From an optimization exercise on the open Yosys and OpenROAD flow, aimed at small area and a short achievable clock period; shortcuts taken in it are not production practice.
RTL that was checked went through simulation tests only; none was proved equivalent to the original.
The RTL of run 2 was laid out without a check of its function.
No activity file was given, so power comes from the tool's default toggle rates.

==> flow/design.v (outline; a module is shown in full before it is edited, if it fits) <==
// module fir: 2262 lines
// module fa: 4 lines
module fir(
    input clk,
    input signed [15:0] noisy_signal,
    output signed [15:0] filtered_signal
);
  // ...
==> flow/run.sh <==
#!/bin/bash
# synth_recipe.tcl (not shown) runs the flow's synth.tcl, then flattens the netlist and writes it again
# the make line also repeats each setting of config.mk as NAME=value (left out here)
make -C /OpenROAD-flow-scripts/flow DESIGN_CONFIG=/design/flow/config.mk WORK_HOME=/design/flow/orfs CLKGATE_MAP_FILE= SYNTH_SCRIPT=/design/flow/synth_recipe.tcl finish
==> flow/config.mk <==
export PLATFORM = sky130hd
export DESIGN_NAME = fir
export DESIGN_NICKNAME = fir
export VERILOG_FILES = /design/flow/design.v
export SDC_FILE = /design/flow/constraint.sdc
export NUM_CORES = 4
export LEC_CHECK = 0
export CAP_MARGIN = 20
export CORE_ASPECT_RATIO = 2.0
export CORE_MARGIN = 2
export CORE_UTILIZATION = 58
export CTS_CLUSTER_DIAMETER = 100
export CTS_CLUSTER_SIZE = 25
export SETUP_SLACK_MARGIN = 3.8
export SLEW_MARGIN = 20
export SYNTH_HIERARCHICAL = 1
export SYNTH_MINIMUM_KEEP_SIZE = 0
==> flow/constraint.sdc <==
create_clock -name core_clock -period 6.0 [get_ports {clk}]
set_input_delay 1.2000 -clock core_clock [delete_from_list [all_inputs] [get_ports {clk}]]
set_output_delay 1.2000 -clock core_clock [all_outputs]
set_load 0.01 [all_outputs]
==> metrics.csv, run 1 <==
metric,value,unit
clk slew on worst S/H paths,100,ps
Die Footprint,38700,um^2
Post-synth top flop,dfxtp_1,
Mapped Nets,1858,
Diodes inserted,0,
GRT Util Overall,26.8,%
Setup Skew,26.2,ps
max_slew headroom,56.4,%
crit path buf inv count,1,
worst path cell trace,buf_2,
switching pwr,0.00543,W
Worst-Skew Late Latency,570,ps
#MultiIn Comb,730,
Via Count,9880,
switching portion of total power,38.3,%
Max-cap violations,0,
Yosys warning count,7,
Clock buffer cells,25,
RSZ-0062 raised after global routing,true,
reg-to-reg critical path endpoint,q1_185$_DFF_P_,
outcome,finished clean,
min cycle time layout,2210,ps
Inverters excl. clock,111,
Int Pwr,0.00874,W
vias in the first global route,12000,
Slew @ Worst Pin,654,ps
leak pwr,9.55,nW
post-synth top area cell,dfxtp_1,
Post-CTS Setup Inserts,7,
largest family of logic cells by synthesized area,adder cells,
met1 usage,23.8,%
Pwr Density,606,nW/um^2
"Cell Area, Placed",22400,um^2
clock network area share,2.76,%
CP Depth,1,
Hold Crit Start,r6[2]$_DFF_P_,
CP top delay family,flip-flops,
Pwr top,combinational cells,
IO Pins,33,
DRC viols,0,
max incr delay on CP,320,ps
CTS max path bufs,3,
mean post-synth cell area,15.9,um^2
Setup CP Type,reg2out,
initial DRC count,313,
==> inputs of run 2 (changes only) <==
--- a/flow/design.v
+++ b/flow/design.v
@@ -1344,16 +1344,115 @@
     wire w1012;
     wire w1013;
     wire w1014;
     wire w1015;
     wire w1016;
     wire w1017;
     wire w1018;
     wire w1019;
+    wire w1020;
+    wire w1021;
+    wire w1022;
+    wire w1023;
+    wire w1024;
+    wire w1025;
+    wire w1026;
+    wire w1027;
+    wire w1028;
+    wire w1029;
+    wire w1030;
+    wire w1031;
+    wire w1032;
+    wire w1033;
+    wire w1034;
+    wire w1035;
+    wire w1036;
+    wire w1037;
+    wire w1038;
+    wire w1039;
+    wire w1040;
+    wire w1041;
+    wire w1042;
+    wire w1043;
+    wire w1044;
+    wire w1045;
+    wire w1046;
+    wire w1047;
+    wire w1048;
+    wire w1049;
+    wire w1050;
+    wire w1051;
+    wire w1052;
+    wire w1053;
+    wire w1054;
+    wire w1055;
+    wire w1056;
+    wire w1057;
+    wire w1058;
+    wire w1059;
+    wire w1060;
+    wire w1061;
+    wire w1062;
+    wire w1063;
+    wire w1064;
+    wire w1065;
+    wire w1066;
+    wire w1067;
+    wire w1068;
+    wire w1069;
+    wire w1070;
+    wire w1071;
+    wire w1072;
+    wire w1073;
+    wire w1074;
+    wire w1075;
+    wire w1076;
+    wire w1077;
+    wire w1078;
+    wire w1079;
+    wire w1080;
+    wire w1081;
+    wire w1082;
+    wire w1083;
+    wire w1084;
+    wire w1085;
+    wire w1086;
+    wire w1087;
+    wire w1088;
+    wire w1089;
+    wire w1090;
+    wire w1091;
+    wire w1092;
+    wire w1093;
+    wire w1094;
+    wire w1095;
+    wire w1096;
+    wire w1097;
+    wire w1098;
+    wire w1099;
+    wire w1100;
+    wire w1101;
+    wire w1102;
+    wire w1103;
+    wire w1104;
+    wire w1105;
+    wire w1106;
+    wire w1107;
+    wire w1108;
+    wire w1109;
+    wire w1110;
+    wire w1111;
+    wire w1112;
+    wire w1113;
+    wire w1114;
+    wire w1115;
+    wire w1116;
+    wire w1117;
+    wire w1118;
     always @(posedge clk) begin
         r0 <= noisy_signal;
         r1 <= r0;
         r2 <= r1;
         r3 <= r2;
         r4 <= r3;
         r5 <= r4;
         r6 <= r5;
@@ -1671,17 +1770,17 @@
         q3_307 <= w997;
         q3_308 <= w1003;
         q3_309 <= w1004;
         q3_310 <= w1009;
         q3_311 <= w1010;
         q3_312 <= w1015;
         q3_313 <= w1016;
         q3_314 <= w1018;
-        y <= {q3_313, q3_311, q3_309, q3_307, q3_305, q3_303, q3_301, q3_299, q3_297, q3_295, q3_293, q3_291, q3_289, q3_287, q3_285, q3_283} + {q3_314, q3_312, q3_310, q3_308, q3_306, q3_304, q3_302, q3_300, q3_298, q3_296, q3_294, q3_292, q3_290, q3_288, q3_286, q3_284} + {15'd0, 1'b0} + 16'd0;
+        y <= {w1118, w1117, w1116, w1115, w1114, w1113, w1112, w1111, w1110, w1109, w1108, w1107, w1106, w1105, w1104, w1021};
     end
     assign w1 = r0[0] ^ r4[0];
     assign w2 = r0[0] & r4[0];
     fa uw3 (.a(r0[1]), .b(r4[1]), .c(w2), .s(w3), .co(w4));
     fa uw5 (.a(r0[2]), .b(r4[2]), .c(w4), .s(w5), .co(w6));
     fa uw7 (.a(r0[3]), .b(r4[3]), .c(w6), .s(w7), .co(w8));
     fa uw9 (.a(r1[4]), .b(r5[4]), .c(rc2_4), .s(w9), .co(w10));
     fa uw11 (.a(r1[5]), .b(r5[5]), .c(w10), .s(w11), .co(w12));
@@ -2253,14 +2352,113 @@
     fa uw1007 (.a(rp3_41), .b(w982), .c(w999), .s(w1007), .co(w1008));
     fa uw1009 (.a(w1005), .b(w1002), .c(w1007), .s(w1009), .co(w1010));
     assign w1011 = ~q2_280;
     fa uw1012 (.a(w1011), .b(rp2_20), .c(rp3_42), .s(w1012), .co(w1013));
     assign w1014 = ~w1012;
     fa uw1015 (.a(w1006), .b(w1014), .c(w1008), .s(w1015), .co(w1016));
     assign w1017 = ~w1013;
     fa uw1018 (.a(q2_281), .b(q2_282), .c(w1017), .s(w1018), .co(w1019));
+    assign w1020 = q3_283 & q3_284;
+    assign w1021 = q3_283 ^ q3_284;
+    assign w1022 = q3_285 & q3_286;
+    assign w1023 = q3_285 ^ q3_286;
+    assign w1024 = q3_287 & q3_288;
+    assign w1025 = q3_287 ^ q3_288;
+    assign w1026 = q3_289 & q3_290;
+    assign w1027 = q3_289 ^ q3_290;
+    assign w1028 = q3_291 & q3_292;
+    assign w1029 = q3_291 ^ q3_292;
+    assign w1030 = q3_293 & q3_294;
+    assign w1031 = q3_293 ^ q3_294;
+    assign w1032 = q3_295 & q3_296;
+    assign w1033 = q3_295 ^ q3_296;
+    assign w1034 = q3_297 & q3_298;
+    assign w1035 = q3_297 ^ q3_298;
+    assign w1036 = q3_299 & q3_300;
+    assign w1037 = q3_299 ^ q3_300;
+    assign w1038 = q3_301 & q3_302;
+    assign w1039 = q3_301 ^ q3_302;
+    assign w1040 = q3_303 & q3_304;
+    assign w1041 = q3_303 ^ q3_304;
+    assign w1042 = q3_305 & q3_306;
+    assign w1043 = q3_305 ^ q3_306;
+    assign w1044 = q3_307 & q3_308;
+    assign w1045 = q3_307 ^ q3_308;
+    assign w1046 = q3_309 & q3_310;
+    assign w1047 = q3_309 ^ q3_310;
+    assign w1048 = q3_311 & q3_312;
+    assign w1049 = q3_311 ^ q3_312;
+    assign w1050 = q3_313 & q3_314;
+    assign w1051 = q3_313 ^ q3_314;
+    assign w1052 = w1022 | (w1023 & w1020);
+    assign w1053 = w1023 & w1021;
+    assign w1054 = w1026 | (w1027 & w1024);
+    assign w1055 = w1027 & w1025;
+    assign w1056 = w1030 | (w1031 & w1028);
+    assign w1057 = w1031 & w1029;
+    assign w1058 = w1034 | (w1035 & w1032);
+    assign w1059 = w1035 & w1033;
+    assign w1060 = w1038 | (w1039 & w1036);
+    assign w1061 = w1039 & w1037;
+    assign w1062 = w1042 | (w1043 & w1040);
+    assign w1063 = w1043 & w1041;
+    assign w1064 = w1046 | (w1047 & w1044);
+    assign w1065 = w1047 & w1045;
+    assign w1066 = w1050 | (w1051 & w1048);
+    assign w1067 = w1051 & w1049;
+    assign w1068 = w1054 | (w1055 & w1052);
+    assign w1069 = w1055 & w1053;
+    assign w1070 = w1058 | (w1059 & w1056);
+    assign w1071 = w1059 & w1057;
+    assign w1072 = w1062 | (w1063 & w1060);
+    assign w1073 = w1063 & w1061;
+    assign w1074 = w1066 | (w1067 & w1064);
+    assign w1075 = w1067 & w1065;
+    assign w1076 = w1070 | (w1071 & w1068);
+    assign w1077 = w1071 & w1069;
+    assign w1078 = w1074 | (w1075 & w1072);
+    assign w1079 = w1075 & w1073;
+    assign w1080 = w1078 | (w1079 & w1076);
+    assign w1081 = w1079 & w1077;
+    assign w1082 = w1072 | (w1073 & w1076);
+    assign w1083 = w1073 & w1077;
+    assign w1084 = w1056 | (w1057 & w1068);
+    assign w1085 = w1057 & w1069;
+    assign w1086 = w1060 | (w1061 & w1076);
+    assign w1087 = w1061 & w1077;
+    assign w1088 = w1064 | (w1065 & w1082);
+    assign w1089 = w1065 & w1083;
+    assign w1090 = w1024 | (w1025 & w1052);
+    assign w1091 = w1025 & w1053;
+    assign w1092 = w1028 | (w1029 & w1068);
+    assign w1093 = w1029 & w1069;
+    assign w1094 = w1032 | (w1033 & w1084);
+    assign w1095 = w1033 & w1085;
+    assign w1096 = w1036 | (w1037 & w1076);
+    assign w1097 = w1037 & w1077;
+    assign w1098 = w1040 | (w1041 & w1086);
+    assign w1099 = w1041 & w1087;
+    assign w1100 = w1044 | (w1045 & w1082);
+    assign w1101 = w1045 & w1083;
+    assign w1102 = w1048 | (w1049 & w1088);
+    assign w1103 = w1049 & w1089;
+    assign w1104 = w1023 ^ w1020;
+    assign w1105 = w1025 ^ w1052;
+    assign w1106 = w1027 ^ w1090;
+    assign w1107 = w1029 ^ w1068;
+    assign w1108 = w1031 ^ w1092;
+    assign w1109 = w1033 ^ w1084;
+    assign w1110 = w1035 ^ w1094;
+    assign w1111 = w1037 ^ w1076;
+    assign w1112 = w1039 ^ w1096;
+    assign w1113 = w1041 ^ w1086;
+    assign w1114 = w1043 ^ w1098;
+    assign w1115 = w1045 ^ w1082;
+    assign w1116 = w1047 ^ w1100;
+    assign w1117 = w1049 ^ w1088;
+    assign w1118 = w1051 ^ w1102;
     assign filtered_signal = y;
 endmodule
 module fa(input a, input b, input c, output s, output co);
     assign s = a ^ b ^ c;
     assign co = (a & b) | (a & c) | (b & c);
 endmodule
==> flow/config.mk (replaced) <==
export PLATFORM = sky130hd
export DESIGN_NAME = fir
export DESIGN_NICKNAME = fir
export VERILOG_FILES = /design/flow/design.v
export SDC_FILE = /design/flow/constraint.sdc
export NUM_CORES = 4
export LEC_CHECK = 0
export CAP_MARGIN = 20
export CORE_MARGIN = 2
export CORE_UTILIZATION = 58
export CTS_CLUSTER_DIAMETER = 100
export CTS_CLUSTER_SIZE = 25
export SETUP_SLACK_MARGIN = 3.8
export SLEW_MARGIN = 20
export SYNTH_HIERARCHICAL = 1
export SYNTH_MINIMUM_KEEP_SIZE = 0
==> metrics.csv, run 2 <==
metric,value,unit,change
CP Launch Type,flop,,
initial DRC count,488,,+56%
Via Count,9650,,-2.3%
Mapped Nets,1859,,+0.054%
most frequent cells in the layout,"fa_1, dfxtp_1, inv_1, dfxtp_2, ha_1",,
count of final setup violators,0,,
GRT overflow,0,,
post-synthesis sequential area ratio,46.8,%,
Setup CP Type,reg2out,,
Pwr Density,572,nW/um^2,-5.5%
TNS Setup,0,ps,
R2R depth,9,,
worst IR drop on VDD,0.372,mV,
I/O Buffers,32,,
Worst Hold Class,reg2reg,,
mean post-synth cell area,16.0,um^2,+0.62%
H-tree depth,1,,
GRT Util Overall,24.0,%,-2.7 points
first-pass GRT wire length,66.9,mm,
Final Util,64.0,%,
IO Pins,33,,unchanged
Max-cap violations,0,,unchanged
Worst-Skew Late Latency,580,ps,about the same
DRT Pass-1 Iters,5,,
hpwl dp,36.0,mm,
crit path capture type,primary output,,
vias in the first global route,11200,,-6.6%
worst path cell trace,clkbuf_2,,
Num CTS Buffers,24,,
"Async S/R FF share, synth",0,%,
Die Width,197,um,
Cells after Synth,1346,,
CP top delay family,flip-flops,,
pin count of the biggest net entering global routing,26,,
num rows,70,,
clk slew on worst S/H paths,100,ps,about the same
antenna-violating nets left,0,,
via density per instance,5.13,,
max incr delay on CP,320,ps,about the same
reg-to-reg critical path endpoint,y[14]$_DFF_P_,,
Area Overhead vs Synth,8.55,%,
Final Wtd Congestion,0.865,,
Routed wire per std cell,23.0,um,
Worst Path Arrival,1000,ps,
Hold EP,r3[12]$_DFF_P_,,
initial antenna violation count,6,,
post-synth top area cell,dfxtp_1,,
post-route cell area,23400,um^2,
Final Routed Wirelength,43.2,mm,
outcome,finished clean,,
Die H,197,um,
CP Max Fanout,1,,
Reg2Reg Launch Point,q3_283$_DFF_P_,,
DRC viols,0,,unchanged
Initial Util,58.9,%,
crit path buf inv count,1,,unchanged
"most common cell after layout, fill and taps aside",fa_1,,
Clock Sink Count,505,,
top post-synthesis cells by area,"dfxtp_1, fa_1, ha_1",,
Critical-path top delay cell,dfxtp_1,,
biggest regs,"p0_0 x17, p1_0 x17",,
Hold Crit Start,r2[12]$_DFF_P_,,
max_slew headroom,58.9,%,+2.6 points
"Hold Violations, Final",0,,
Synth cell types,54,,
overall power,0.0134,W,
CTS max path bufs,3,,unchanged
commonest cells in the netlist,"dfxtp_1, fa_1, inv_1",,
min cycle time layout,2200,ps,-9.81 ps
Synth top area share,46.8,%,
Final nets,1924,,
Post-Syn Area,21600,um^2,
Core Region,36600,um^2,
RSZ-0062 raised after global routing,true,,
leak pwr,9.59,nW,+0.45%
"Cell Area, Placed",22500,um^2,+0.39%
"Data required, critical path",4800,ps,
Yosys warning count,7,,unchanged
fmax,0.455,GHz,
CTS tree,yes,,
Post-synth top flop,dfxtp_1,,
clk root buf,clkbuf_16,,
layout cell share with drive strength beyond 1,11.3,%,
final worst path period share,36.7,%,
Seq cells post-synth,505,,
Slew @ Worst Pin,615,ps,-38.7 ps
R2R Setup Slk,3810,ps,
number of enable flip-flop cells after synthesis,0,,
Setup Skew,26.9,ps,+0.675 ps
Worst Hold Depth,0,,
most frequent cell after synthesis,dfxtp_1,,
Final Max Tran Viols,0,,
Die Footprint,38800,um^2,about the same
==> run 2: cell types whose count changed in the layout (fill, tap and decap cells not counted), sizes merged, moves of 4 or more <==
| cell | before | now |
|---|---|---|
| fa | 442 | 449 |
| inv | 112 | 123 |
| o21ai | 19 | 26 |
| a2111oi | 4 | 0 |
| a21o | 14 | 9 |
| nand2 | 25 | 20 |
| xnor2 | 28 | 21 |
| nor3 | 9 | 5 |
| nor2 | 22 | 18 |
| a21oi | 39 | 27 |
==> run 2: layout make-up <==
cell class	instances	area [um^2]
Timing Repair Buffer	42	340
Tap cell	468	586
Multi-Input combinational cell	716	11200
Antenna cell	1	2.50
Fill cell	2713	13200
Clock buffer	25	626
Sequential cell	505	10200
Clock inverter	1	20.0
Inverter	122	458
==> run 2: worst max-delay path by stage <==
stage              startpoint                 end  slack (ps)  cells after the start
6_report         y[2]$_DFF_P_  filtered_signal[2]        3800                      1
3_5_place_dp   q3_284$_DFF_P_       y[10]$_DFF_P_        3470                      9
4_1_cts          y[2]$_DFF_P_  filtered_signal[2]        3620                      1
2_1_floorplan  q3_301$_DFF_P_       y[15]$_DFF_P_        3800                      7
3_3_place_gp   q3_283$_DFF_P_       y[15]$_DFF_P_        3520                     10
5_1_grt        q3_283$_DFF_P_       y[14]$_DFF_P_        3710                      9
==> run 2: cells by family after synthesis <==
| group | synth area share, % |
|---|---|
| compound gates | 3.34 |
| xor+xnor | 1.38 |
| fa+ha+maj | 44.4 |
| buf+inv | 2.19 |
| flops | 46.8 |
| mux | 0.0464 |
| other cells | 0.0174 |
| simple gates | 1.76 |
==> run 2: power by group <==
part	internal [W]	switching, W	total [W]
clock	0.000753	0.00102	0.00177
combinational	0.00297	0.00302	0.00598
sequential	0.00477	0.000884	0.00565
total	0.00849	0.00492	0.0134
==> run 2: timing repair <==
| action | CTS | global route |
|---|---|---|
| hold buffers | 0 | 0 |
| resized for setup | 133 | 45 |
| setup endpoints to repair | 84 | 58 |
| cloned | 0 | 0 |
| pin swaps | 15 | 8 |
| buffers inserted | 9 | 1 |
| endpoints found under the hold margin | 0 | 0 |
==> run 2: per-layer routing <==
metal / part of all wire, % / global-route usage [%] / up-vias
met3: 5.0 / 5.13 / 68
li1: - / - / 4306
met5: 0.030 / 0 / -
met1: 45 / 33.5 / 5097
met4: 2.8 / 6.60 / 2
met2: 47 / 38.9 / 177
==> run 2: modules after synthesis (local to each module, per instance) <==
module	copies in the design	cells
fir	1	907
fa	439	1
==> run 2: stage by stage <==
stage,worst slack (ps),hold WS (ps),instances
after floorplan,3800,310,1346
after global placement,3520,310,1843
after detailed placement,3470,312,1843
after CTS,3620,328,1878
after global routing,3710,336,1879
final,3800,322,1880

## separate check: timing with driven ports
The results above use ideal ports. As a check the final layouts listed here were re-extracted and re-timed, cells and wires unchanged. Step 1 sets driving cells, clkbuf_16 on the clock port and buf_2 on the other inputs (assumed; they add their load-dependent delay and slew). Step 2 moves the port delays by t, midway between the first and last clock arrival at a register: inputs arrive t later, outputs are due t later. That takes back most of the time a late clock gives input paths. Three values: ideal, step 1, step 2; two values: the first two.
run	t (ns)	slack for setup (ns)	hold WS [ns]	worst register clock-pin slew, ns	pins driven straight from the clock port
run 1	0.615	3.790 / 3.733 / 3.801	0.318 / 0.318 / 0.318	0.10 / 0.10	1
run 2	0.618	3.800 / 3.748 / 3.806	0.322 / 0.322 / 0.322	0.10 / 0.10	1
After both steps every run listed still meets setup and hold.
